Context: an optimization exercise on an open-source flow, tuned for small area, a short achievable clock period and few clock cycles per item. The choices shown serve that exercise and are no tape-out recipe. In this exercise RTL edits were held to simulation tests only and were not proved equivalent to the original. Power is estimated from default activity; no workload was simulated.

==> flow/design.v <==
module MUL_radix_4 (
  input clock, reset,
  input flush,
  output in_ready,
  input in_valid,
  input [1:0] in_sign,
  input [31:0] in_a, in_b,
  input out_ready,
  output out_valid,
  output [63:0] out_prod
);
  reg v0, v1, v2;
  reg full;               
  wire en2 = ~v2 | out_ready;
  wire en1 = ~v1 | en2;
  wire en0 = ~v0 | en1;
  assign in_ready = ~full | out_ready;
  assign out_valid = v2;
  wire kill = reset | flush;
  wire v0n = ~kill & (en0 ? in_valid : v0);
  wire v1n = ~kill & (en1 ? v0 : v1);
  wire v2n = ~kill & (en2 ? v1 : v2);
  always @(posedge clock) begin
    v0 <= v0n;
    v1 <= v1n;
    v2 <= v2n;
    full <= v0n & v1n & v2n;
  end
  wire sa_in = in_sign[1] & in_a[31];
  wire sb_in = in_sign[0] & in_b[31];
  wire [34:0] ae_in = {{3{sa_in}}, in_a};
  wire [34:0] a3_in = ae_in + {ae_in[33:0], 1'b0};
  wire [35:0] bx_in = {{3{sb_in}}, in_b, 1'b0};    
  reg [32:0] a;           
  reg [34:0] a3;          
  reg [10:0] neg, sel1, sel2, sel3, sel4;
  wire [10:0] neg_in, sel1_in, sel2_in, sel3_in, sel4_in;
  genvar j;
  generate for (j = 0; j < 11; j = j + 1) begin : g_rec
    wire x3 = bx_in[3*j+3], x2 = bx_in[3*j+2], x1 = bx_in[3*j+1], x0 = bx_in[3*j];
    wire y2 = x2 ^ x3, y1 = x1 ^ x3, y0 = x0 ^ x3;
    assign neg_in[j] = x3;
    assign sel1_in[j] = ~y2 & (y1 ^ y0);
    assign sel2_in[j] = (~y2 & y1 & y0) | (y2 & ~y1 & ~y0);
    assign sel3_in[j] = y2 & (y1 ^ y0);
    assign sel4_in[j] = y2 & y1 & y0;
  end endgenerate
  always @(posedge clock) begin
    if (en0) begin
      a <= ae_in[32:0];
      a3 <= a3_in;
      neg <= neg_in;
      sel1 <= sel1_in;
      sel2 <= sel2_in;
      sel3 <= sel3_in;
      sel4 <= sel4_in;
    end
  end
  wire [34:0] m1 = {{2{a[32]}}, a};
  wire [34:0] m2 = {a[32], a, 1'b0};
  wire [34:0] m4 = {a, 2'b0};
  wire [34:0] pp [0:10];
  generate for (j = 0; j < 11; j = j + 1) begin : g_pp
    assign pp[j] = (({35{sel1[j]}} & m1) | ({35{sel2[j]}} & m2) |
                    ({35{sel3[j]}} & a3) | ({35{sel4[j]}} & m4)) ^ {35{neg[j]}};
  end endgenerate
  wire s1, k2;
  wire s3, k4;
  wire s5, k6;
  wire s7, k8;
  wire s9, k10;
  wire s11, k12;
  wire s13, k14;
  wire s15, k16;
  wire s17, k18;
  wire s19, k20;
  wire s21, k22;
  wire s23, k24;
  wire s25, k26;
  wire s27, k28;
  wire s29, k30;
  wire s31, k32;
  wire s33, k34;
  wire s35, k36;
  wire s37, k38;
  wire s39, k40;
  wire s41, k42;
  wire s43, k44;
  wire s45, k46;
  wire s47, k48;
  wire s49, k50;
  wire s51, k52;
  wire s53, k54;
  wire s55, k56;
  wire s57, k58;
  wire s59, k60;
  wire s61, k62;
  wire s63, k64;
  wire s65, k66;
  wire s67, k68;
  wire s69, k70;
  wire s71, k72;
  wire s73, k74;
  wire s75, k76;
  wire s77, k78;
  wire s79, k80;
  wire s81, k82;
  wire s83, k84;
  wire s85, k86;
  wire s87, k88;
  wire s89, k90;
  wire s91, k92;
  wire s93, k94;
  wire s95, k96;
  wire s97, k98;
  wire s99, k100;
  wire s101, k102;
  wire s103, k104;
  wire s105, k106;
  wire s107, k108;
  wire s109, k110;
  wire s111, k112;
  wire s113, k114;
  wire s115, k116;
  wire s117, k118;
  wire s119, k120;
  wire s121, k122;
  wire s123, k124;
  wire s125, k126;
  wire s127, k128;
  wire s129, k130;
  wire s131, k132;
  wire s133, k134;
  wire s135, k136;
  wire s137, k138;
  wire s139, k140;
  wire s141, k142;
  wire s143, k144;
  wire s145, k146;
  wire s147, k148;
  wire s149, k150;
  wire s151, k152;
  wire s153, k154;
  wire s155, k156;
  wire s157, k158;
  wire s159, k160;
  wire s161, k162;
  wire s163, k164;
  wire s165, k166;
  wire s167, k168;
  wire s169, k170;
  wire s171, k172;
  wire s173, k174;
  wire s175, k176;
  wire s177, k178;
  wire s179, k180;
  wire s181, k182;
  wire s183, k184;
  wire s185, k186;
  wire s187, k188;
  wire s189, k190;
  wire s191, k192;
  wire s193, k194;
  wire s195, k196;
  wire s197, k198;
  wire s199, k200;
  wire s201, k202;
  wire s203, k204;
  wire s205, k206;
  wire s207, k208;
  wire s209, k210;
  wire s211, k212;
  wire s213, k214;
  wire s215, k216;
  wire s217, k218;
  wire s219, k220;
  wire s221, k222;
  wire s223, k224;
  wire s225, k226;
  wire s227, k228;
  wire s229, k230;
  wire s231, k232;
  wire s233, k234;
  wire s235, k236;
  wire s237, k238;
  wire s239, k240;
  wire s241, k242;
  wire s243, k244;
  wire s245, k246;
  wire s247, k248;
  wire s249, k250;
  wire s251, k252;
  wire s253, k254;
  wire s255, k256;
  wire s257, k258;
  wire s259, k260;
  wire s261, k262;
  wire s263, k264;
  wire s265, k266;
  wire s267, k268;
  wire s269, k270;
  wire s271, k272;
  wire s273, k274;
  wire s275, k276;
  wire s277, k278;
  wire s279, k280;
  wire s281, k282;
  wire s283, k284;
  wire s285, k286;
  wire s287, k288;
  wire s289, k290;
  wire s291, k292;
  wire s293, k294;
  wire s295, k296;
  wire s297, k298;
  wire s299, k300;
  wire s301, k302;
  wire s303, k304;
  wire s305, k306;
  wire s307, k308;
  wire s309, k310;
  wire s311, k312;
  wire s313, k314;
  wire s315, k316;
  wire s317, k318;
  wire s319, k320;
  wire s321, k322;
  wire s323, k324;
  wire s325, k326;
  wire s327, k328;
  wire s329, k330;
  wire s331, k332;
  wire s333, k334;
  wire s335, k336;
  wire s337, k338;
  wire s339, k340;
  wire s341, k342;
  wire s343, k344;
  wire s345, k346;
  wire s347, k348;
  wire s349, k350;
  wire s351, k352;
  wire s353, k354;
  wire s355, k356;
  wire s357, k358;
  wire s359, k360;
  wire s361, k362;
  wire s363, k364;
  wire s365, k366;
  wire s367, k368;
  wire s369, k370;
  wire s371, k372;
  wire s373, k374;
  wire s375, k376;
  wire s377, k378;
  wire s379, k380;
  wire s381, k382;
  wire s383, k384;
  wire s385, k386;
  wire s387, k388;
  wire s389, k390;
  wire s391, k392;
  wire s393, k394;
  wire s395, k396;
  wire s397, k398;
  wire s399, k400;
  wire s401, k402;
  wire s403, k404;
  wire s405, k406;
  wire s407, k408;
  wire s409, k410;
  wire s411, k412;
  wire s413, k414;
  wire s415, k416;
  wire s417, k418;
  wire s419, k420;
  wire s421, k422;
  wire s423, k424;
  wire s425, k426;
  wire s427, k428;
  wire s429, k430;
  wire s431, k432;
  wire s433, k434;
  wire s435, k436;
  wire s437, k438;
  wire s439, k440;
  wire s441, k442;
  wire s443, k444;
  wire s445, k446;
  wire s447, k448;
  wire s449, k450;
  wire s451, k452;
  wire s453, k454;
  wire s455, k456;
  wire s457, k458;
  wire s459, k460;
  wire s461, k462;
  wire s463, k464;
  wire s465, k466;
  wire s467, k468;
  wire s469, k470;
  wire s471, k472;
  wire s473, k474;
  wire s475, k476;
  wire s477, k478;
  wire s479, k480;
  wire s481, k482;
  wire s483, k484;
  wire s485, k486;
  wire s487, k488;
  wire s489, k490;
  wire s491, k492;
  wire s493, k494;
  wire s495, k496;
  wire s497, k498;
  wire s499, k500;
  wire s501, k502;
  wire s503, k504;
  wire s505, k506;
  wire s507, k508;
  wire s509, k510;
  wire s511, k512;
  wire s513, k514;
  wire s515, k516;
  wire s517, k518;
  wire s519, k520;
  wire s521, k522;
  wire s523, k524;
  wire s525, k526;
  wire s527, k528;
  wire s529, k530;
  wire s531, k532;
  wire s533, k534;
  wire s535, k536;
  wire s537, k538;
  wire s539, k540;
  wire s541, k542;
  wire s543, k544;
  wire s545, k546;
  wire s547, k548;
  wire s549, k550;
  wire s551, k552;
  wire s553, k554;
  wire s555, k556;
  wire s557, k558;
  wire s559, k560;
  wire s561, k562;
  wire s563, k564;
  wire s565, k566;
  wire s567, k568;
  wire s569, k570;
  wire s571, k572;
  wire s573, k574;
  wire s575, k576;
  mul_ha us1 (neg[2], pp[0][6], s1, k2);
  mul_ha us3 (pp[0][7], pp[1][4], s3, k4);
  mul_ha us5 (pp[0][8], pp[1][5], s5, k6);
  mul_fa us7 (neg[3], pp[0][9], pp[1][6], s7, k8);
  mul_ha us9 (pp[2][3], pp[3][0], s9, k10);
  mul_fa us11 (pp[0][10], pp[1][7], pp[2][4], s11, k12);
  mul_ha us13 (pp[3][1], k10, s13, k14);
  mul_fa us15 (pp[0][11], pp[1][8], pp[2][5], s15, k16);
  mul_ha us17 (pp[3][2], k12, s17, k18);
  mul_fa us19 (neg[4], pp[0][12], pp[1][9], s19, k20);
  mul_fa us21 (pp[2][6], pp[3][3], pp[4][0], s21, k22);
  mul_ha us23 (k16, s19, s23, k24);
  mul_fa us25 (pp[0][13], pp[1][10], pp[2][7], s25, k26);
  mul_fa us27 (pp[3][4], pp[4][1], k20, s27, k28);
  mul_ha us29 (k22, s25, s29, k30);
  mul_fa us31 (pp[0][14], pp[1][11], pp[2][8], s31, k32);
  mul_fa us33 (pp[3][5], pp[4][2], k26, s33, k34);
  mul_ha us35 (s31, k28, s35, k36);
  mul_fa us37 (neg[5], pp[0][15], pp[1][12], s37, k38);
  mul_fa us39 (pp[2][9], pp[3][6], pp[4][3], s39, k40);
  mul_fa us41 (pp[5][0], k32, s37, s41, k42);
  mul_ha us43 (s39, k34, s43, k44);
  mul_fa us45 (pp[0][16], pp[1][13], pp[2][10], s45, k46);
  mul_fa us47 (pp[3][7], pp[4][4], pp[5][1], s47, k48);
  mul_fa us49 (k38, k40, s45, s49, k50);
  mul_ha us51 (s47, k42, s51, k52);
  mul_fa us53 (pp[0][17], pp[1][14], pp[2][11], s53, k54);
  mul_fa us55 (pp[3][8], pp[4][5], pp[5][2], s55, k56);
  mul_fa us57 (k46, k48, s53, s57, k58);
  mul_ha us59 (s55, k50, s59, k60);
  mul_fa us61 (neg[6], pp[0][18], pp[1][15], s61, k62);
  mul_fa us63 (pp[2][12], pp[3][9], pp[4][6], s63, k64);
  mul_fa us65 (pp[5][3], pp[6][0], k54, s65, k66);
  mul_fa us67 (k56, s61, s63, s67, k68);
  mul_ha us69 (k58, s65, s69, k70);
  mul_fa us71 (pp[0][19], pp[1][16], pp[2][13], s71, k72);
  mul_fa us73 (pp[3][10], pp[4][7], pp[5][4], s73, k74);
  mul_fa us75 (pp[6][1], k62, k64, s75, k76);
  mul_fa us77 (s71, s73, k66, s77, k78);
  mul_ha us79 (k68, s75, s79, k80);
  mul_fa us81 (pp[0][20], pp[1][17], pp[2][14], s81, k82);
  mul_fa us83 (pp[3][11], pp[4][8], pp[5][5], s83, k84);
  mul_fa us85 (pp[6][2], k72, k74, s85, k86);
  mul_fa us87 (s81, s83, k76, s87, k88);
  mul_ha us89 (s85, k80, s89, k90);
  mul_fa us91 (neg[7], pp[0][21], pp[1][18], s91, k92);
  mul_fa us93 (pp[2][15], pp[3][12], pp[4][9], s93, k94);
  mul_fa us95 (pp[5][6], pp[6][3], pp[7][0], s95, k96);
  mul_fa us97 (k82, k84, s91, s97, k98);
  mul_fa us99 (s93, s95, k86, s99, k100);
  mul_ha us101 (s97, k88, s101, k102);
  mul_fa us103 (pp[0][22], pp[1][19], pp[2][16], s103, k104);
  mul_fa us105 (pp[3][13], pp[4][10], pp[5][7], s105, k106);
  mul_fa us107 (pp[6][4], pp[7][1], k92, s107, k108);
  mul_fa us109 (k94, k96, s103, s109, k110);
  mul_fa us111 (s105, k98, s107, s111, k112);
  mul_ha us113 (s109, k100, s113, k114);
  mul_fa us115 (pp[0][23], pp[1][20], pp[2][17], s115, k116);
  mul_fa us117 (pp[3][14], pp[4][11], pp[5][8], s117, k118);
  mul_fa us119 (pp[6][5], pp[7][2], k104, s119, k120);
  mul_fa us121 (k106, s115, s117, s121, k122);
  mul_fa us123 (k108, k110, s119, s123, k124);
  mul_ha us125 (s121, k112, s125, k126);
  mul_fa us127 (neg[8], pp[0][24], pp[1][21], s127, k128);
  mul_fa us129 (pp[2][18], pp[3][15], pp[4][12], s129, k130);
  mul_fa us131 (pp[5][9], pp[6][6], pp[7][3], s131, k132);
  mul_fa us133 (pp[8][0], k116, k118, s133, k134);
  mul_fa us135 (s127, s129, s131, s135, k136);
  mul_fa us137 (k120, k122, s133, s137, k138);
  mul_ha us139 (s135, k124, s139, k140);
  mul_fa us141 (pp[0][25], pp[1][22], pp[2][19], s141, k142);
  mul_fa us143 (pp[3][16], pp[4][13], pp[5][10], s143, k144);
  mul_fa us145 (pp[6][7], pp[7][4], pp[8][1], s145, k146);
  mul_fa us147 (k128, k130, k132, s147, k148);
  mul_fa us149 (s141, s143, s145, s149, k150);
  mul_fa us151 (k134, k136, s147, s151, k152);
  mul_ha us153 (s149, k138, s153, k154);
  mul_fa us155 (pp[0][26], pp[1][23], pp[2][20], s155, k156);
  mul_fa us157 (pp[3][17], pp[4][14], pp[5][11], s157, k158);
  mul_fa us159 (pp[6][8], pp[7][5], pp[8][2], s159, k160);
  mul_fa us161 (k142, k144, k146, s161, k162);
  mul_fa us163 (s155, s157, s159, s163, k164);
  mul_fa us165 (k148, k150, s161, s165, k166);
  mul_ha us167 (s163, k152, s167, k168);
  mul_fa us169 (neg[9], pp[0][27], pp[1][24], s169, k170);
  mul_fa us171 (pp[2][21], pp[3][18], pp[4][15], s171, k172);
  mul_fa us173 (pp[5][12], pp[6][9], pp[7][6], s173, k174);
  mul_fa us175 (pp[8][3], pp[9][0], k156, s175, k176);
  mul_fa us177 (k158, k160, s169, s177, k178);
  mul_fa us179 (s171, s173, k162, s179, k180);
  mul_fa us181 (k164, s175, s177, s181, k182);
  mul_ha us183 (k166, s179, s183, k184);
  mul_fa us185 (pp[0][28], pp[1][25], pp[2][22], s185, k186);
  mul_fa us187 (pp[3][19], pp[4][16], pp[5][13], s187, k188);
  mul_fa us189 (pp[6][10], pp[7][7], pp[8][4], s189, k190);
  mul_fa us191 (pp[9][1], k170, k172, s191, k192);
  mul_fa us193 (k174, s185, s187, s193, k194);
  mul_fa us195 (s189, k176, k178, s195, k196);
  mul_fa us197 (s191, s193, k180, s197, k198);
  mul_ha us199 (k182, s195, s199, k200);
  mul_fa us201 (pp[0][29], pp[1][26], pp[2][23], s201, k202);
  mul_fa us203 (pp[3][20], pp[4][17], pp[5][14], s203, k204);
  mul_fa us205 (pp[6][11], pp[7][8], pp[8][5], s205, k206);
  mul_fa us207 (pp[9][2], k186, k188, s207, k208);
  mul_fa us209 (k190, s201, s203, s209, k210);
  mul_fa us211 (s205, k192, k194, s211, k212);
  mul_fa us213 (s207, s209, k196, s213, k214);
  mul_ha us215 (s211, k198, s215, k216);
  mul_fa us217 (neg[10], pp[0][30], pp[1][27], s217, k218);
  mul_fa us219 (pp[2][24], pp[3][21], pp[4][18], s219, k220);
  mul_fa us221 (pp[5][15], pp[6][12], pp[7][9], s221, k222);
  mul_fa us223 (pp[8][6], pp[9][3], pp[10][0], s223, k224);
  mul_fa us225 (k202, k204, k206, s225, k226);
  mul_fa us227 (s217, s219, s221, s227, k228);
  mul_fa us229 (s223, k208, k210, s229, k230);
  mul_fa us231 (s225, s227, k212, s231, k232);
  mul_ha us233 (s229, k214, s233, k234);
  mul_fa us235 (pp[0][31], pp[1][28], pp[2][25], s235, k236);
  mul_fa us237 (pp[3][22], pp[4][19], pp[5][16], s237, k238);
  mul_fa us239 (pp[6][13], pp[7][10], pp[8][7], s239, k240);
  mul_fa us241 (pp[9][4], pp[10][1], k218, s241, k242);
  mul_fa us243 (k220, k222, k224, s243, k244);
  mul_fa us245 (s235, s237, s239, s245, k246);
  mul_fa us247 (k226, k228, s241, s247, k248);
  mul_fa us249 (s243, s245, k230, s249, k250);
  mul_ha us251 (s247, k232, s251, k252);
  mul_fa us253 (pp[0][32], pp[1][29], pp[2][26], s253, k254);
  mul_fa us255 (pp[3][23], pp[4][20], pp[5][17], s255, k256);
  mul_fa us257 (pp[6][14], pp[7][11], pp[8][8], s257, k258);
  mul_fa us259 (pp[9][5], pp[10][2], k236, s259, k260);
  mul_fa us261 (k238, k240, s253, s261, k262);
  mul_fa us263 (s255, s257, k242, s263, k264);
  mul_fa us265 (k244, k246, s259, s265, k266);
  mul_fa us267 (s261, k248, s263, s267, k268);
  mul_ha us269 (s265, k250, s269, k270);
  mul_fa us271 (pp[0][33], pp[1][30], pp[2][27], s271, k272);
  mul_fa us273 (pp[3][24], pp[4][21], pp[5][18], s273, k274);
  mul_fa us275 (pp[6][15], pp[7][12], pp[8][9], s275, k276);
  mul_fa us277 (pp[9][6], pp[10][3], k254, s277, k278);
  mul_fa us279 (k256, k258, s271, s279, k280);
  mul_fa us281 (s273, s275, k260, s281, k282);
  mul_fa us283 (k262, s277, s279, s283, k284);
  mul_fa us285 (k264, k266, s281, s285, k286);
  mul_ha us287 (s283, k268, s287, k288);
  mul_fa us289 (pp[1][31], pp[2][28], pp[3][25], s289, k290);
  mul_fa us291 (pp[4][22], pp[5][19], pp[6][16], s291, k292);
  mul_fa us293 (pp[7][13], pp[8][10], pp[9][7], s293, k294);
  mul_fa us295 (pp[10][4], pp[0][34], k272, s295, k296);
  mul_fa us297 (k274, k276, s289, s297, k298);
  mul_fa us299 (s291, s293, k278, s299, k300);
  mul_fa us301 (k280, s295, s297, s301, k302);
  mul_fa us303 (k282, s299, k284, s303, k304);
  mul_ha us305 (s301, k286, s305, k306);
  mul_fa us307 (pp[2][29], pp[3][26], pp[4][23], s307, k308);
  mul_fa us309 (pp[5][20], pp[6][17], pp[7][14], s309, k310);
  mul_fa us311 (pp[8][11], pp[9][8], pp[10][5], s311, k312);
  mul_fa us313 (~pp[0][34], ~pp[1][32], k290, s313, k314);
  mul_fa us315 (k292, k294, s307, s315, k316);
  mul_fa us317 (s309, s311, k296, s317, k318);
  mul_fa us319 (k298, s313, s315, s319, k320);
  mul_fa us321 (k300, s317, k302, s321, k322);
  mul_ha us323 (s319, k304, s323, k324);
  mul_fa us325 (pp[2][30], pp[3][27], pp[4][24], s325, k326);
  mul_fa us327 (pp[5][21], pp[6][18], pp[7][15], s327, k328);
  mul_fa us329 (pp[8][12], pp[9][9], pp[10][6], s329, k330);
  mul_fa us331 (pp[1][32], ~pp[1][33], k308, s331, k332);
  mul_fa us333 (k310, k312, s325, s333, k334);
  mul_fa us335 (s327, s329, k314, s335, k336);
  mul_fa us337 (k316, s331, s333, s337, k338);
  mul_fa us339 (k318, s335, k320, s339, k340);
  mul_ha us341 (s337, k322, s341, k342);
  mul_fa us343 (~pp[1][34], pp[2][31], pp[3][28], s343, k344);
  mul_fa us345 (pp[4][25], pp[5][22], pp[6][19], s345, k346);
  mul_fa us347 (pp[7][16], pp[8][13], pp[9][10], s347, k348);
  mul_fa us349 (pp[10][7], pp[1][33], k326, s349, k350);
  mul_fa us351 (k328, k330, s343, s351, k352);
  mul_fa us353 (s345, s347, k332, s353, k354);
  mul_fa us355 (k334, s349, s351, s355, k356);
  mul_fa us357 (k336, s353, k338, s357, k358);
  mul_ha us359 (s355, k340, s359, k360);
  mul_fa us361 (pp[3][29], pp[4][26], pp[5][23], s361, k362);
  mul_fa us363 (pp[6][20], pp[7][17], pp[8][14], s363, k364);
  mul_fa us365 (pp[9][11], pp[10][8], ~pp[2][32], s365, k366);
  mul_fa us367 (k344, k346, k348, s367, k368);
  mul_fa us369 (s361, s363, s365, s369, k370);
  mul_fa us371 (k350, k352, s367, s371, k372);
  mul_fa us373 (s369, k354, k356, s373, k374);
  mul_ha us375 (s371, k358, s375, k376);
  mul_fa us377 (pp[3][30], pp[4][27], pp[5][24], s377, k378);
  mul_fa us379 (pp[6][21], pp[7][18], pp[8][15], s379, k380);
  mul_fa us381 (pp[9][12], pp[10][9], pp[2][32], s381, k382);
  mul_fa us383 (~pp[2][33], k362, k364, s383, k384);
  mul_fa us385 (k366, s377, s379, s385, k386);
  mul_fa us387 (s381, k368, k370, s387, k388);
  mul_fa us389 (s383, s385, k372, s389, k390);
  mul_ha us391 (s387, k374, s391, k392);
  mul_fa us393 (~pp[2][34], pp[3][31], pp[4][28], s393, k394);
  mul_fa us395 (pp[5][25], pp[6][22], pp[7][19], s395, k396);
  mul_fa us397 (pp[8][16], pp[9][13], pp[10][10], s397, k398);
  mul_fa us399 (pp[2][33], k378, k380, s399, k400);
  mul_fa us401 (k382, s393, s395, s401, k402);
  mul_fa us403 (s397, k384, k386, s403, k404);
  mul_fa us405 (s399, s401, k388, s405, k406);
  mul_ha us407 (s403, k390, s407, k408);
  mul_fa us409 (pp[4][29], pp[5][26], pp[6][23], s409, k410);
  mul_fa us411 (pp[7][20], pp[8][17], pp[9][14], s411, k412);
  mul_fa us413 (pp[10][11], ~pp[3][32], k394, s413, k414);
  mul_fa us415 (k396, k398, s409, s415, k416);
  mul_fa us417 (s411, k400, k402, s417, k418);
  mul_fa us419 (s413, s415, k404, s419, k420);
  mul_ha us421 (s417, k406, s421, k422);
  mul_fa us423 (pp[4][30], pp[5][27], pp[6][24], s423, k424);
  mul_fa us425 (pp[7][21], pp[8][18], pp[9][15], s425, k426);
  mul_fa us427 (pp[10][12], pp[3][32], ~pp[3][33], s427, k428);
  mul_fa us429 (k410, k412, s423, s429, k430);
  mul_fa us431 (s425, s427, k414, s431, k432);
  mul_fa us433 (k416, s429, k418, s433, k434);
  mul_ha us435 (s431, k420, s435, k436);
  mul_fa us437 (~pp[3][34], pp[4][31], pp[5][28], s437, k438);
  mul_fa us439 (pp[6][25], pp[7][22], pp[8][19], s439, k440);
  mul_fa us441 (pp[9][16], pp[10][13], pp[3][33], s441, k442);
  mul_fa us443 (k424, k426, k428, s443, k444);
  mul_fa us445 (s437, s439, s441, s445, k446);
  mul_fa us447 (k430, s443, s445, s447, k448);
  mul_ha us449 (k432, s447, s449, k450);
  mul_fa us451 (pp[5][29], pp[6][26], pp[7][23], s451, k452);
  mul_fa us453 (pp[8][20], pp[9][17], pp[10][14], s453, k454);
  mul_fa us455 (~pp[4][32], k438, k440, s455, k456);
  mul_fa us457 (k442, s451, s453, s457, k458);
  mul_fa us459 (k444, k446, s455, s459, k460);
  mul_ha us461 (s457, k448, s461, k462);
  mul_fa us463 (pp[5][30], pp[6][27], pp[7][24], s463, k464);
  mul_fa us465 (pp[8][21], pp[9][18], pp[10][15], s465, k466);
  mul_fa us467 (pp[4][32], ~pp[4][33], k452, s467, k468);
  mul_fa us469 (k454, s463, s465, s469, k470);
  mul_fa us471 (k456, k458, s467, s471, k472);
  mul_ha us473 (s469, k460, s473, k474);
  mul_fa us475 (~pp[4][34], pp[5][31], pp[6][28], s475, k476);
  mul_fa us477 (pp[7][25], pp[8][22], pp[9][19], s477, k478);
  mul_fa us479 (pp[10][16], pp[4][33], k464, s479, k480);
  mul_fa us481 (k466, s475, s477, s481, k482);
  mul_fa us483 (k468, k470, s479, s483, k484);
  mul_ha us485 (s481, k472, s485, k486);
  mul_fa us487 (pp[6][29], pp[7][26], pp[8][23], s487, k488);
  mul_fa us489 (pp[9][20], pp[10][17], ~pp[5][32], s489, k490);
  mul_fa us491 (k476, k478, s487, s491, k492);
  mul_fa us493 (s489, k480, k482, s493, k494);
  mul_ha us495 (s491, k484, s495, k496);
  mul_fa us497 (pp[6][30], pp[7][27], pp[8][24], s497, k498);
  mul_fa us499 (pp[9][21], pp[10][18], pp[5][32], s499, k500);
  mul_fa us501 (~pp[5][33], k488, k490, s501, k502);
  mul_fa us503 (s497, s499, k492, s503, k504);
  mul_ha us505 (s501, k494, s505, k506);
  mul_fa us507 (~pp[5][34], pp[6][31], pp[7][28], s507, k508);
  mul_fa us509 (pp[8][25], pp[9][22], pp[10][19], s509, k510);
  mul_fa us511 (pp[5][33], k498, k500, s511, k512);
  mul_fa us513 (s507, s509, k502, s513, k514);
  mul_ha us515 (s511, k504, s515, k516);
  mul_fa us517 (pp[7][29], pp[8][26], pp[9][23], s517, k518);
  mul_fa us519 (pp[10][20], ~pp[6][32], k508, s519, k520);
  mul_fa us521 (k510, s517, k512, s521, k522);
  mul_ha us523 (s519, k514, s523, k524);
  mul_fa us525 (pp[7][30], pp[8][27], pp[9][24], s525, k526);
  mul_fa us527 (pp[10][21], pp[6][32], ~pp[6][33], s527, k528);
  mul_fa us529 (k518, s525, s527, s529, k530);
  mul_ha us531 (k520, s529, s531, k532);
  mul_fa us533 (~pp[6][34], pp[7][31], pp[8][28], s533, k534);
  mul_fa us535 (pp[9][25], pp[10][22], pp[6][33], s535, k536);
  mul_fa us537 (k526, k528, s533, s537, k538);
  mul_ha us539 (s535, k530, s539, k540);
  mul_fa us541 (pp[8][29], pp[9][26], pp[10][23], s541, k542);
  mul_fa us543 (~pp[7][32], k534, k536, s543, k544);
  mul_ha us545 (s541, k538, s545, k546);
  mul_fa us547 (pp[8][30], pp[9][27], pp[10][24], s547, k548);
  mul_fa us549 (pp[7][32], ~pp[7][33], k542, s549, k550);
  mul_ha us551 (s547, k544, s551, k552);
  mul_fa us553 (~pp[7][34], pp[8][31], pp[9][28], s553, k554);
  mul_fa us555 (pp[10][25], pp[7][33], k548, s555, k556);
  mul_ha us557 (s553, k550, s557, k558);
  mul_fa us559 (pp[9][29], pp[10][26], ~pp[8][32], s559, k560);
  mul_ha us561 (k554, s559, s561, k562);
  mul_fa us563 (pp[9][30], pp[10][27], pp[8][32], s563, k564);
  mul_ha us565 (~pp[8][33], k560, s565, k566);
  mul_fa us567 (~pp[8][34], pp[9][31], pp[10][28], s567, k568);
  mul_ha us569 (pp[8][33], k564, s569, k570);
  mul_ha us571 (pp[10][29], ~pp[9][32], s571, k572);
  mul_ha us573 (pp[10][30], pp[9][32], s573, k574);
  mul_ha us575 (~pp[9][34], pp[10][31], s575, k576);
  reg [63:0] c0, c1, c2;
  always @(posedge clock) begin
    if (en1) begin
      c0[0] <= pp[0][0];
      c1[0] <= neg[0];
      c0[1] <= pp[0][1];
      c0[2] <= pp[0][2];
      c0[3] <= pp[0][3];
      c1[3] <= pp[1][0];
      c2[3] <= neg[1];
      c0[4] <= pp[0][4];
      c1[4] <= pp[1][1];
      c0[5] <= pp[0][5];
      c1[5] <= pp[1][2];
      c0[6] <= pp[1][3];
      c1[6] <= pp[2][0];
      c2[6] <= s1;
      c0[7] <= pp[2][1];
      c1[7] <= k2;
      c2[7] <= s3;
      c0[8] <= pp[2][2];
      c1[8] <= k4;
      c2[8] <= s5;
      c0[9] <= k6;
      c1[9] <= s7;
      c2[9] <= s9;
      c0[10] <= k8;
      c1[10] <= s11;
      c2[10] <= s13;
      c0[11] <= s15;
      c1[11] <= k14;
      c2[11] <= s17;
      c0[12] <= s21;
      c1[12] <= k18;
      c2[12] <= s23;
      c0[13] <= k24;
      c1[13] <= s27;
      c2[13] <= s29;
      c0[14] <= k30;
      c1[14] <= s33;
      c2[14] <= s35;
      c0[15] <= s41;
      c1[15] <= k36;
      c2[15] <= s43;
      c0[16] <= s49;
      c1[16] <= k44;
      c2[16] <= s51;
      c0[17] <= s57;
      c1[17] <= k52;
      c2[17] <= s59;
      c0[18] <= s67;
      c1[18] <= k60;
      c2[18] <= s69;
      c0[19] <= k70;
      c1[19] <= s77;
      c2[19] <= s79;
      c0[20] <= k78;
      c1[20] <= s87;
      c2[20] <= s89;
      c0[21] <= s99;
      c1[21] <= k90;
      c2[21] <= s101;
      c0[22] <= s111;
      c1[22] <= k102;
      c2[22] <= s113;
      c0[23] <= s123;
      c1[23] <= k114;
      c2[23] <= s125;
      c0[24] <= s137;
      c1[24] <= k126;
      c2[24] <= s139;
      c0[25] <= s151;
      c1[25] <= k140;
      c2[25] <= s153;
      c0[26] <= s165;
      c1[26] <= k154;
      c2[26] <= s167;
      c0[27] <= s181;
      c1[27] <= k168;
      c2[27] <= s183;
      c0[28] <= k184;
      c1[28] <= s197;
      c2[28] <= s199;
      c0[29] <= k200;
      c1[29] <= s213;
      c2[29] <= s215;
      c0[30] <= s231;
      c1[30] <= k216;
      c2[30] <= s233;
      c0[31] <= s249;
      c1[31] <= k234;
      c2[31] <= s251;
      c0[32] <= s267;
      c1[32] <= k252;
      c2[32] <= s269;
      c0[33] <= s285;
      c1[33] <= k270;
      c2[33] <= s287;
      c0[34] <= s303;
      c1[34] <= k288;
      c2[34] <= s305;
      c0[35] <= s321;
      c1[35] <= k306;
      c2[35] <= s323;
      c0[36] <= s339;
      c1[36] <= k324;
      c2[36] <= s341;
      c0[37] <= s357;
      c1[37] <= k342;
      c2[37] <= s359;
      c0[38] <= s373;
      c1[38] <= k360;
      c2[38] <= s375;
      c0[39] <= s389;
      c1[39] <= k376;
      c2[39] <= s391;
      c0[40] <= s405;
      c1[40] <= k392;
      c2[40] <= s407;
      c0[41] <= s419;
      c1[41] <= k408;
      c2[41] <= s421;
      c0[42] <= s433;
      c1[42] <= k422;
      c2[42] <= s435;
      c0[43] <= k434;
      c1[43] <= k436;
      c2[43] <= s449;
      c0[44] <= s459;
      c1[44] <= k450;
      c2[44] <= s461;
      c0[45] <= s471;
      c1[45] <= k462;
      c2[45] <= s473;
      c0[46] <= s483;
      c1[46] <= k474;
      c2[46] <= s485;
      c0[47] <= s493;
      c1[47] <= k486;
      c2[47] <= s495;
      c0[48] <= s503;
      c1[48] <= k496;
      c2[48] <= s505;
      c0[49] <= s513;
      c1[49] <= k506;
      c2[49] <= s515;
      c0[50] <= s521;
      c1[50] <= k516;
      c2[50] <= s523;
      c0[51] <= k522;
      c1[51] <= k524;
      c2[51] <= s531;
      c0[52] <= s537;
      c1[52] <= k532;
      c2[52] <= s539;
      c0[53] <= s543;
      c1[53] <= k540;
      c2[53] <= s545;
      c0[54] <= s549;
      c1[54] <= k546;
      c2[54] <= s551;
      c0[55] <= s555;
      c1[55] <= k552;
      c2[55] <= s557;
      c0[56] <= k556;
      c1[56] <= k558;
      c2[56] <= s561;
      c0[57] <= s563;
      c1[57] <= k562;
      c2[57] <= s565;
      c0[58] <= s567;
      c1[58] <= k566;
      c2[58] <= s569;
      c0[59] <= k568;
      c1[59] <= k570;
      c2[59] <= s571;
      c0[60] <= ~pp[9][33];
      c1[60] <= k572;
      c2[60] <= s573;
      c0[61] <= pp[9][33];
      c1[61] <= k574;
      c2[61] <= s575;
      c0[62] <= k576;
      c1[62] <= ~pp[10][32];
      c0[63] <= pp[10][32];
      c1[63] <= ~pp[10][33];
    end
  end
  wire [63:0] r0 = {c0[63], c0[62], c0[61], c0[60], c0[59], c0[58], c0[57], c0[56], c0[55], c0[54], c0[53], c0[52], c0[51], c0[50], c0[49], c0[48], c0[47], c0[46], c0[45], c0[44], c0[43], c0[42], c0[41], c0[40], c0[39], c0[38], c0[37], c0[36], c0[35], c0[34], c0[33], c0[32], c0[31], c0[30], c0[29], c0[28], c0[27], c0[26], c0[25], c0[24], c0[23], c0[22], c0[21], c0[20], c0[19], c0[18], c0[17], c0[16], c0[15], c0[14], c0[13], c0[12], c0[11], c0[10], c0[9], c0[8], c0[7], c0[6], c0[5], c0[4], c0[3], c0[2], c0[1], c0[0]};
  wire [63:0] r1 = {c1[63], c1[62], c1[61], c1[60], c1[59], c1[58], c1[57], c1[56], c1[55], c1[54], c1[53], c1[52], c1[51], c1[50], c1[49], c1[48], c1[47], c1[46], c1[45], c1[44], c1[43], c1[42], c1[41], c1[40], c1[39], c1[38], c1[37], c1[36], c1[35], c1[34], c1[33], c1[32], c1[31], c1[30], c1[29], c1[28], c1[27], c1[26], c1[25], c1[24], c1[23], c1[22], c1[21], c1[20], c1[19], c1[18], c1[17], c1[16], c1[15], c1[14], c1[13], c1[12], c1[11], c1[10], c1[9], c1[8], c1[7], c1[6], c1[5], c1[4], c1[3], 1'b0, 1'b0, c1[0]};
  wire [63:0] r2 = {1'b0, 1'b0, c2[61], c2[60], c2[59], c2[58], c2[57], c2[56], c2[55], c2[54], c2[53], c2[52], c2[51], c2[50], c2[49], c2[48], c2[47], c2[46], c2[45], c2[44], c2[43], c2[42], c2[41], c2[40], c2[39], c2[38], c2[37], c2[36], c2[35], c2[34], c2[33], c2[32], c2[31], c2[30], c2[29], c2[28], c2[27], c2[26], c2[25], c2[24], c2[23], c2[22], c2[21], c2[20], c2[19], c2[18], c2[17], c2[16], c2[15], c2[14], c2[13], c2[12], c2[11], c2[10], c2[9], c2[8], c2[7], c2[6], 1'b0, 1'b0, c2[3], 1'b0, 1'b0, 1'b0};
  wire s577, k578;
  wire s579, k580;
  wire s581, k582;
  wire s583, k584;
  wire s585, k586;
  wire s587, k588;
  wire s589, k590;
  wire s591, k592;
  wire s593, k594;
  wire s595, k596;
  wire s597, k598;
  wire s599, k600;
  wire s601, k602;
  wire s603, k604;
  wire s605, k606;
  wire s607, k608;
  wire s609, k610;
  wire s611, k612;
  wire s613, k614;
  wire s615, k616;
  wire s617, k618;
  wire s619, k620;
  wire s621, k622;
  wire s623, k624;
  wire s625, k626;
  wire s627, k628;
  wire s629, k630;
  wire s631, k632;
  wire s633, k634;
  wire s635, k636;
  wire s637, k638;
  wire s639, k640;
  wire s641, k642;
  wire s643, k644;
  wire s645, k646;
  wire s647, k648;
  wire s649, k650;
  wire s651, k652;
  wire s653, k654;
  wire s655, k656;
  wire s657, k658;
  wire s659, k660;
  wire s661, k662;
  wire s663, k664;
  wire s665, k666;
  wire s667, k668;
  wire s669, k670;
  wire s671, k672;
  wire s673, k674;
  wire s675, k676;
  wire s677, k678;
  wire s679, k680;
  wire s681, k682;
  wire s683, k684;
  wire s685, k686;
  wire s687, k688;
  wire s689, k690;
  wire s691, k692;
  wire s693, k694;
  wire s695, k696;
  wire s697, k698;
  mul_ha us577 (c0[3], c1[3], s577, k578);
  mul_ha us579 (c0[4], c1[4], s579, k580);
  mul_ha us581 (c0[5], c1[5], s581, k582);
  mul_fa us583 (c0[6], c1[6], c2[6], s583, k584);
  mul_fa us585 (c0[7], c1[7], c2[7], s585, k586);
  mul_fa us587 (c0[8], c1[8], c2[8], s587, k588);
  mul_fa us589 (c0[9], c1[9], c2[9], s589, k590);
  mul_fa us591 (c0[10], c1[10], c2[10], s591, k592);
  mul_fa us593 (c0[11], c1[11], c2[11], s593, k594);
  mul_fa us595 (c0[12], c1[12], c2[12], s595, k596);
  mul_fa us597 (c0[13], c1[13], c2[13], s597, k598);
  mul_fa us599 (c0[14], c1[14], c2[14], s599, k600);
  mul_fa us601 (c0[15], c1[15], c2[15], s601, k602);
  mul_fa us603 (c0[16], c1[16], c2[16], s603, k604);
  mul_fa us605 (c0[17], c1[17], c2[17], s605, k606);
  mul_fa us607 (c0[18], c1[18], c2[18], s607, k608);
  mul_fa us609 (c0[19], c1[19], c2[19], s609, k610);
  mul_fa us611 (c0[20], c1[20], c2[20], s611, k612);
  mul_fa us613 (c0[21], c1[21], c2[21], s613, k614);
  mul_fa us615 (c0[22], c1[22], c2[22], s615, k616);
  mul_fa us617 (c0[23], c1[23], c2[23], s617, k618);
  mul_fa us619 (c0[24], c1[24], c2[24], s619, k620);
  mul_fa us621 (c0[25], c1[25], c2[25], s621, k622);
  mul_fa us623 (c0[26], c1[26], c2[26], s623, k624);
  mul_fa us625 (c0[27], c1[27], c2[27], s625, k626);
  mul_fa us627 (c0[28], c1[28], c2[28], s627, k628);
  mul_fa us629 (c0[29], c1[29], c2[29], s629, k630);
  mul_fa us631 (c0[30], c1[30], c2[30], s631, k632);
  mul_fa us633 (c0[31], c1[31], c2[31], s633, k634);
  mul_fa us635 (c0[32], c1[32], c2[32], s635, k636);
  mul_fa us637 (c0[33], c1[33], c2[33], s637, k638);
  mul_fa us639 (c0[34], c1[34], c2[34], s639, k640);
  mul_fa us641 (c0[35], c1[35], c2[35], s641, k642);
  mul_fa us643 (c0[36], c1[36], c2[36], s643, k644);
  mul_fa us645 (c0[37], c1[37], c2[37], s645, k646);
  mul_fa us647 (c0[38], c1[38], c2[38], s647, k648);
  mul_fa us649 (c0[39], c1[39], c2[39], s649, k650);
  mul_fa us651 (c0[40], c1[40], c2[40], s651, k652);
  mul_fa us653 (c0[41], c1[41], c2[41], s653, k654);
  mul_fa us655 (c0[42], c1[42], c2[42], s655, k656);
  mul_fa us657 (c0[43], c1[43], c2[43], s657, k658);
  mul_fa us659 (c0[44], c1[44], c2[44], s659, k660);
  mul_fa us661 (c0[45], c1[45], c2[45], s661, k662);
  mul_fa us663 (c0[46], c1[46], c2[46], s663, k664);
  mul_fa us665 (c0[47], c1[47], c2[47], s665, k666);
  mul_fa us667 (c0[48], c1[48], c2[48], s667, k668);
  mul_fa us669 (c0[49], c1[49], c2[49], s669, k670);
  mul_fa us671 (c0[50], c1[50], c2[50], s671, k672);
  mul_fa us673 (c0[51], c1[51], c2[51], s673, k674);
  mul_fa us675 (c0[52], c1[52], c2[52], s675, k676);
  mul_fa us677 (c0[53], c1[53], c2[53], s677, k678);
  mul_fa us679 (c0[54], c1[54], c2[54], s679, k680);
  mul_fa us681 (c0[55], c1[55], c2[55], s681, k682);
  mul_fa us683 (c0[56], c1[56], c2[56], s683, k684);
  mul_fa us685 (c0[57], c1[57], c2[57], s685, k686);
  mul_fa us687 (c0[58], c1[58], c2[58], s687, k688);
  mul_fa us689 (c0[59], c1[59], c2[59], s689, k690);
  mul_fa us691 (c0[60], c1[60], c2[60], s691, k692);
  mul_fa us693 (c0[61], c1[61], c2[61], s693, k694);
  mul_ha us695 (c0[62], c1[62], s695, k696);
  mul_ha us697 (c0[63], c1[63], s697, k698);
  wire [63:0] ra = {k696, k694, k692, k690, k688, k686, k684, k682, k680, k678, k676, k674, k672, k670, k668, k666, k664, k662, k660, k658, k656, k654, k652, k650, k648, k646, k644, k642, k640, k638, k636, k634, k632, k630, k628, k626, k624, k622, k620, k618, k616, k614, k612, k610, k608, k606, k604, k602, k600, k598, k596, k594, k592, k590, k588, k586, k584, k582, k580, k578, c2[3], c0[2], c0[1], c0[0]};
  wire [63:0] rb = {s697, s695, s693, s691, s689, s687, s685, s683, s681, s679, s677, s675, s673, s671, s669, s667, s665, s663, s661, s659, s657, s655, s653, s651, s649, s647, s645, s643, s641, s639, s637, s635, s633, s631, s629, s627, s625, s623, s621, s619, s617, s615, s613, s611, s609, s607, s605, s603, s601, s599, s597, s595, s593, s591, s589, s587, s585, s583, s581, s579, s577, 1'b0, 1'b0, c1[0]};
  wire [63:0] sum = ra + rb;
  reg [63:0] prod;
  always @(posedge clock) begin
    if (en2) prod <= sum;
  end
  assign out_prod = prod;
endmodule
module mul_fa (input x, y, z, output s, c);
  assign s = x ^ y ^ z;
  assign c = (x & y) | (x & z) | (y & z);
endmodule
module mul_ha (input x, y, output s, c);
  assign s = x ^ y;
  assign c = x & y;
endmodule
==> flow/constraint.sdc <==
create_clock -name core_clock -period 8.0 [get_ports {clock}]
set_input_delay 1.6000 -clock core_clock [delete_from_list [all_inputs] [get_ports {clock}]]
set_output_delay 1.6000 -clock core_clock [all_outputs]
set_load 0.01 [all_outputs]
==> flow/flow/run.sh <==
#!/bin/bash
# The standard layout (standard.sh, unchanged synthesis), with the port buffers that
# buffer_ports inserts made plain buf_4 cells instead of its default delay-cell choice.
set -euo pipefail
echo 'export BUFFER_PORTS_ARGS = -buffer_cell sky130_fd_sc_hd__buf_4' >> config.mk
bash standard.sh > standard.log 2>&1
==> flow/standard.sh <==
#!/bin/bash
# synth_recipe.tcl (not shown) runs the flow's synth.tcl, then flattens the netlist and writes it again
# the make line also repeats each setting of config.mk as NAME=value (left out here)
make -C /OpenROAD-flow-scripts/flow DESIGN_CONFIG=/design/flow/config.mk WORK_HOME=/design/flow/orfs CLKGATE_MAP_FILE= SYNTH_SCRIPT=/design/flow/synth_recipe.tcl "${@:-finish}"
==> flow/config.mk <==
export PLATFORM = sky130hd
export DESIGN_NAME = MUL_radix_4
export DESIGN_NICKNAME = MUL_radix_4
export VERILOG_FILES = /design/flow/design.v
export SDC_FILE = /design/flow/constraint.sdc
export NUM_CORES = 4
export LEC_CHECK = 0
export CAP_MARGIN = 20
export CORE_MARGIN = 2
export CORE_UTILIZATION = 30
export SETUP_SLACK_MARGIN = 4.4
export SLEW_MARGIN = 20
export SYNTH_HIERARCHICAL = 1
export BUFFER_PORTS_ARGS = -buffer_cell sky130_fd_sc_hd__buf_4
==> run summary <==
## cell type report
class                   count  share of cell area
clock buffers              53              0.0281
repair buffers            365              0.0861
inverters                  48             0.00435
diodes                      1           0.0000592
flip-flops and latches    372               0.263
well taps                1524              0.0451
clock inverters            28             0.00808
multi-input cells        2331               0.565
## power groups by stage
| stage | logic (mW) | registers [mW] | clock network, mW |
|---|---|---|---|
| final | 13.8 | 4.00 | 2.12 |
| after CTS | 12.8 | 4.02 | 2.18 |
| after detailed placement | 12.0 | 4.22 | 0 |
| after global placement | 12.0 | 4.20 | 0 |
| after global routing | 15.0 | 4.09 | 2.24 |
| after floorplan | 7.98 | 4.03 | 0 |
## state kept, by name, summed over array words and instances, names as in the netlist
signal	flops
sel4	11
a3	33
prod	64
sel2	11
full	1
sel1	11
c1	62
a	33
c0	64
v2	1
sel3	11
neg	11
c2	57
v0	1
v1	1
## worst max-delay path, delay by kind of cell, from the launching register on
| family | cells | cell delay [ns] |
|---|---|---|
| buffers and inverters | 2 | 0.38 |
| adder cells (fa/ha/maj) | 5 | 2.12 |
| XOR/XNOR | 1 | 0.14 |
| flip-flops | 1 | 0.50 |
| AO/OA/AOI/OAI | 1 | 0.27 |
## modules after synthesis, one instance, submodules excluded
module       cells  flops+latches  times used
MUL_radix_4   2817            372           1
mul_fa           1              0         288
mul_ha           1              0          61
## per-stage QoR
stage           util  total power, mW  instance area [um2]
2_1_floorplan      -             12.0                35400
5_1_grt        0.364             21.3                42300
3_3_place_gp   0.323             16.2                37500
6_report       0.364             19.9                42300
4_1_cts        0.354             19.0                41100
3_5_place_dp   0.323             16.2                37500
## layout by cell type, fill, tap and decap left out, drive strengths merged, types with 23 or more instances in the layout
cell type and count:
a21oi 122, ha 154, buf 352, xor2 66, a21o 42, a221oi 331, nand2 110, nor2 68
a22oi 32, o21ai 90, a22o 331, fa 289, xnor2 428, inv 50, clkbuf 58, edfxtp 368
o21bai 23
## routing by layer
layer,track usage,wire (um),vias up
li1,-,-,12000
met1,0.270,50400,14000
met2,0.314,55000,2174
met3,0.0667,16800,613
met4,0.101,8800,10
met5,0.00440,127,-
## synth_stat cells, drive strengths merged (4+ instances only)
cell,number,area [um2]
nand3b,11,82.6
a21o,42,315
o21ai,90,450
dfxtp,4,80.1
fa,289,5790
edfxtp,368,11100
nor4,7,43.8
a311oi,4,58.8
a31oi,7,58.8
nand2,110,413
nand3,17,90.1
and3,7,43.8
nand2b,16,100
and2,8,50.1
a21oi,122,622
xor2,66,578
xnor2,428,3750
a222oi,11,110
nand4b,9,78.8
a221oi,331,2900
inv,48,180
nor3,19,100
clkbuf,390,1460
o211ai,5,47.5
a22oi,32,240
a211oi,11,97.6
buf,25,93.8
o21a,14,105
or4b,10,100
ha,154,1930
nand4,21,131
nor2b,21,131
a22o,331,2900
o41ai,10,87.6
o31ai,8,75.1
a31o,4,35.0
nor2,68,255
o21bai,23,173
## kinds of logic (layout without fill, tap and decap cells)
kind of cell	count (synthesis)	in the layout	share of synthesized area
compound gates	1060	1060	0.241
xor+xnor	494	494	0.123
buf+inv	463	494	0.0496
fa+ha+maj	443	443	0.220
flops	372	372	0.318
simple gates	334	334	0.0483
other cells	0	1	0
## timing repair
item,CTS,global route
setup buffers,96,19
resized for setup,223,195
cloned,9,5
setup endpoints to repair,85,73
pin swaps,59,124
## path summary, 6_finish.rpt
path              from      to  slack, ns  depth (start not counted)
setup / recovery  a[7]  c2[35]       4.34                          9
hold / removal      v1      v2       0.53                          2
setup reg to reg  a[7]  c2[35]       4.34                          9
hold reg to reg     v1      v2       0.53                          2
==> key figures <==
Pwr
  • Clock power share: 0.106
  • Sw Share: 0.462
  • Logic pwr share: 0.693
  • Switching Power: 9.19 mW
  • Power Dens Cells: 471 nW/um2
  • Maximum vdd drop: 0.000225 V
  • Internal Power: 10.7 mW
  • Pleak: 15.3 nW
  • Sequential share of power: 0.201

Job
  • MaxCap Viol Count: 0

Yosys
  • Ys async rst share: 0
  • Yosys Warn Count: 7
  • Register area share after synthesis: 0.318
  • Syn_area_per_cell: 11.1 um2
  • Cells after Synth: 3,166
  • Ys flop type: edfxtp_1
  • Synthesis-stage register bit count: 372
  • Synth unique cells: 66
  • EDFF count, synth: 368
  • Syn Std Cell Area: 35,000 um2
  • Synthesized Nets: 3,680

STA
  • Post-route clock skew: 0.0190 ns
  • Final Hold Viols: 0
  • Slew at the pin with the worst max-slew slack: 0.986 ns
  • Slew Limit Fails: 0
  • Final setup margin: 4.34 ns
  • Relative slew slack: 0.342
  • Setup TNS: 0 ns
  • FMAX: 0.273 GHz
  • Fin crit period: 3.66 ns
  • Final setup fails: 0
  • Fin Hold WS: 0.533 ns
  • Fin crit share: 0.458
  • RSZ-0062 raised after global routing: true

Critical path
  • CP max stage cell: fa_1
  • Peak per-stage delay on the critical path: 0.54 ns
  • Nature of the critical path endpoint: flop
  • Worst setup SP type: flop
  • Critical Path AT: 4.01 ns
  • Crit-path max FO: 12
  • Worst-path cell chain: buf_8 > buf_4 > a221oi_2 > xnor2_1 > fa_2 > fa_1 > fa_2 > fa_1 > ha_1
  • CP Class: reg2reg
  • CP required: 8.35 ns

Global route
  • Largest net degree at the start of global routing: 160
  • Total GRT Usage: 0.209
  • Initial antenna violation count: 6
  • First-pass GRT wire length: 190 mm
  • Vias in the first global route: 28.4k
  • GRT overflow: 0

Worst hold path
  • Worst hold path class: reg2reg

Clock tree
  • Clock latency at the later pin of the worst-skew pair: 0.61 ns
  • Clk pin slew, worst setup/hold paths: 0.06 ns
  • CTS tree: done
  • CTS Buf Count: 44
  • H-tree levels: 2
  • Max clock buf depth: 3
  • Sink Count: 372
  • Cts hold-fix bufs: 0
  • Root buf cell: clkbuf_16

Routing
  • Initial DRT Pass Iterations: 9
  • Antenna Violating Nets Remaining: 0
  • Routed wire length: 131 mm
  • Routed len/inst: 27.8 um
  • Vias per inst: 6.10
  • DR vias: 28.8k
  • Initial DRC count: 4,064
  • # DRC: 0

Floorplan
  • CORE AREA: 116,000 um2
  • FP Rows: 125
  • Die Ht: 346 um
  • Initial Util: 0.302
  • Die boundary width: 346 um
  • Ports: 137
  • Die ar.: 120,000 um2

Place
  • DP HPWL: 80.3 mm
  • Placed Instances: 4,511
  • Pre-CTS setup slack: 3.56 ns
  • # port buffers: 136
  • RePlAce Congestion: 0.886

Outcome
  • Status: finished clean

Cells and area
  • Share of layout cells above drive strength 1: 0.242
  • Multi-input gate area: 23,900 um2
  • Seq. cell area: 11,100 um2
  • Post-layout nets: 3,676
  • Non-Filler Instances: 4,722
  • Fill count: 11.2k
  • Layout overhead on the synthesized area: 20.7%
Testbench counts, summed over its fixed seeds: cycles 536, items 512.

static timing again, ports no longer ideal:
No port has a modelled driver above. Below, the same layout with a new extraction and two added sets of constraints. Step 1 sets driving cells, clkbuf_16 on the clock port and buf_2 on the other inputs (assumed; they add their load-dependent delay and slew). Step 2 times the ports against the registers' clock, not the clock port: input delays grow and output delays shrink by t, the midpoint of the rising clock arrivals with the driver on. Three values: ideal, step 1, step 2; two values: the first two.
t, ns: 0.669
setup slack, ns: 4.337 / 4.337 / 3.737
worst data-port slew with drivers (ns): 0.14
After both steps this run still meets setup and hold. For this run, drivers alone change the setup slack by 0.000 ns; drivers and shift together by -0.600 ns.
